Source: an optimization exercise on an open RTL-to-GDS flow (aim: a short achievable clock period and few clock cycles). Production flows keep margins and buffers that such runs may drop.
Where RTL was checked, it was by simulation tests only, not by an equivalence proof against the original.
Power and IR drop assume default switching activity.

## mips8_cpu
module mips8_cpu(clk, rst, prog_len, imem_addr, imem_rdata, dmem_addr, dmem_rdata,
                 wb_en, wb_addr, wb_data, done, result);
Size in the first run: about 2800 cells after synthesis, ~840 flip-flops, ~89 I/O pins, about 37000 µm² of cells after synthesis.
make LEC_CHECK=0 CAP_MARGIN=20 CORE_MARGIN=2 CORE_UTILIZATION=40 PLACE_DENSITY=0.6 SETUP_SLACK_MARGIN=3 SLEW_MARGIN=20 finish   # period 5.0 ns
run.sh (not shown) runs the stock make flow with config.mk's settings and CLKGATE_MAP_FILE= SYNTH_SCRIPT=/design/flow/synth_recipe.tcl, a recipe that flattens the netlist after the stock synthesis.
Change:
--- a/flow/design.v
+++ b/flow/design.v
@@ -64,15 +64,15 @@
    reg [7:0] btgt [0:NB-1];
    reg [2:0] brr;
    reg       uAlloc, uInval;
    reg [7:0] uPc, uTgt;
    reg [NB-1:0] uIdx;
    wire [7:0] sum = opA + opB;
    wire       lt  = $signed(opA) < $signed(opB);
-   wire [7:0] resE = {sum[7:1] & {7{~sltE}}, sltE ? lt : sum[0]};
+   wire [7:0] resE = sltE ? {7'b0, lt} : sum;
    wire       eq  = (opA == opB);
    wire       redirE = vE & (eq ? redir_eqE : redir_neE);
    wire       haltE  = vE & (eq ? halt_eqE : halt_neE);
    wire       takenE = eq ? tk_eqE : tk_neE;
    wire [7:0] wdata = wLoad ? dmem_rdata : wRes;
    wire skipM = mV & ~mLoad & ~wV;
    wire skipE = vE & wenE & ~lwE & ~mV & ~wV;
@@ -107,24 +107,18 @@
       input [63:0] c;
       integer k;
       begin
          for (k = 0; k < 8; k = k + 1)
             snoop[8*k +: 8] = (oV & (oDest == {g, k[2:0]})) ? oData : c[8*k +: 8];
       end
    endfunction
-   wire [7:0] preA = jalD ? pc1D
-                   : (({8{sMs}} & mRes) | ({8{sWs}} & wdata)
-                    | ({8{sOs}} & oData) | ({8{sRs}} & rdrf(rsloD, csD)));
-   wire [7:0] preB = (addiuD | lwD) ? immD : (jalD ? 8'd0
-                   : (({8{sMt}} & mRes) | ({8{sWt}} & wdata)
-                    | ({8{sOt}} & oData) | ({8{sRt}} & rdrf(rtloD, ctD))));
-   wire       gA = sEs & ~jalD;
-   wire       gB = sEt & ~(addiuD | lwD | jalD);
-   wire [7:0] nextA = {sum[7:1] & {7{gA & ~sltE}}, gA & (sltE ? lt : sum[0])} | preA;
-   wire [7:0] nextB = {sum[7:1] & {7{gB & ~sltE}}, gB & (sltE ? lt : sum[0])} | preB;
+   wire [7:0] rsv = ({8{sEs}} & resE) | ({8{sMs}} & mRes) | ({8{sWs}} & wdata)
+                  | ({8{sOs}} & oData) | ({8{sRs}} & rdrf(rsloD, csD));
+   wire [7:0] rtv = ({8{sEt}} & resE) | ({8{sMt}} & mRes) | ({8{sWt}} & wdata)
+                  | ({8{sOt}} & oData) | ({8{sRt}} & rdrf(rtloD, ctD));
    wire stallD = vD & (hzE | hzM);
    wire replayD = stallD & vI;
    wire tgt_geD = (tgtD >= len_r);
    wire tk_eqD = jalD | beqD;
    wire tk_neD = jalD | bneD;
    wire redir_eqD = jrD | (tk_eqD ? (~predD | tgt_geD) : (predD | pc1_geD));
    wire redir_neD = jrD | (tk_neD ? (~predD | tgt_geD) : (predD | pc1_geD));
@@ -193,17 +187,21 @@
    wire haltF = jrchk;    
    localparam SP = 0;
    wire spOp = (opI == 6'b000011) | ((opI[5:1] == 5'b00010) & ins[7]);
    wire spI = (SP != 0) & vI & ~predI & ~stallD & spOp;
    wire [7:0] Abase = replayD ? pcI : (hitF ? btF : Aseq);
    wire       spSel = spI & ~replayD;
    wire [7:0] Apred = spSel ? tgtI : Abase;
-   wire [7:0] Xeq = (vE & redir_eqE) ? (jrE ? opA : next_eqE) : Apred;
-   wire [7:0] Xne = (vE & redir_neE) ? (jrE ? opA : next_neE) : Apred;
-   wire [7:0] Anext = eq ? Xeq : Xne;
+   wire [7:0] Ceq = jrE ? opA : next_eqE;
+   wire [7:0] Cne = jrE ? opA : next_neE;
+   wire       rEqA = vE & redir_eqE;
+   wire       rNeA = vE & redir_neE;
+   wire       rA = eq ? rEqA : rNeA;
+   wire [7:0] Cr = eq ? Ceq : Cne;
+   wire [7:0] Anext = rA ? Cr : Apred;
    always @(posedge clk) begin
       A <= Anext;
       An <= ~Anext;
       pcI <= Ai;
       predI <= hitF;
       idxI <= idxF;
       hitS <= |ohN;
@@ -254,16 +252,16 @@
          sEt <= 1'b0; sMt <= sEt & ~skipE; sWt <= sMt & ~skipM;
          sOt <= (sEt & skipE) | (sMt & skipM) | sWt; sRt <= sRt | sOt;
          hzE <= 1'b0;
          hzM <= hzE;
          csD <= snoop(rsD[4:3], csD);
          ctD <= snoop(rtD[4:3], ctD);
       end
-      opA <= nextA;
-      opB <= nextB;
+      opA <= jalD ? pc1D : rsv;
+      opB <= (addiuD | lwD) ? immD : (jalD ? 8'd0 : rtv);
       pcE <= pcD;
       tgtE <= tgtD;
       next_eqE <= tk_eqD ? tgtD : pc1D;
       next_neE <= tk_neD ? tgtD : pc1D;
       redir_eqE <= redir_eqD;
       redir_neE <= redir_neD;
       halt_eqE <= halt_eqD;
@@ -283,17 +281,17 @@
       mDest <= destE;
       mRes <= resE;
       dA <= sum;
       wLoad <= mLoad;
       wDest <= mDest;
       wRes <= mRes;
       oDest <= wV ? wDest : (mV ? mDest : destE);
-      oData <= (wV | mV) ? (wV ? wdata : mRes) : resE;
-      wbA <= skipE ? destE : (wV ? wDest : (skipM ? mDest : 5'd0));
-      wbD <= skipE ? resE : (wV ? wdata : (skipM ? mRes : 8'd0));
+      oData <= wV ? wdata : (mV ? mRes : resE);
+      wbA <= (wV | skipM | skipE) ? (wV ? wDest : (mV ? mDest : destE)) : 5'd0;
+      wbD <= (wV | skipM | skipE) ? (wV ? wdata : (mV ? mRes : resE)) : 8'd0;
       uPc <= pcE;
       uTgt <= tgtE;
       uIdx <= idxE;
       if (uAlloc) begin
          btag[brr] <= uPc - 8'd1;
          btgt[brr] <= uTgt;
       end
Count of clock-buffer cells in the layout is higher by 10.
Setup slack is worse by 4.5 ps.
Non-clock buffer count rose by 48.
Sequential share of layout area is higher by 0.24 points.
Wire length drops by 4.2%.
Sequential power goes down by about 2%.
Clock power decreases by 3.6%.
Hold slack gains 12 ps.
Global-route usage shrinks by 1.1 points.
Final area falls by 0.43%.
Via count is lower by 2.6%.
First-iteration DRC count falls by 11%.
Power decreases by 2.2%.
Testbench counts after the change, summed over its fixed seeds: cycles 29,145.
No functional check of the RTL was part of the first run of this note.

[afterwards: timing with drivers on the ports]
Ports are ideal in the flow. The routed layouts listed here were re-timed in OpenROAD. Step 1 assumes that a clkbuf_16 drives the clock port and a buf_2 every other input. Step 2 also shifts input and output timing later by t, the mid clock arrival at the registers, as if the neighbouring blocks saw the same clock. a / b / c = ideal / step 1 / step 2; a / b = the first two.
run | t (ns) | slack for setup (ns) | slew at the worst register clock pin (ns) | worst data-port slew with drivers (ns)
the first run | 0.708 | 2.799 / 2.737 / 2.298 | 0.07 / 0.07 | 0.06
the second run | 0.700 | 2.795 / 2.784 / 2.226 | 0.06 / 0.06 | 0.18
After both steps every run listed still meets setup and hold. The setup slack of the second run, which loses most, moves by -0.011 ns with the drivers and by -0.569 ns with both steps.
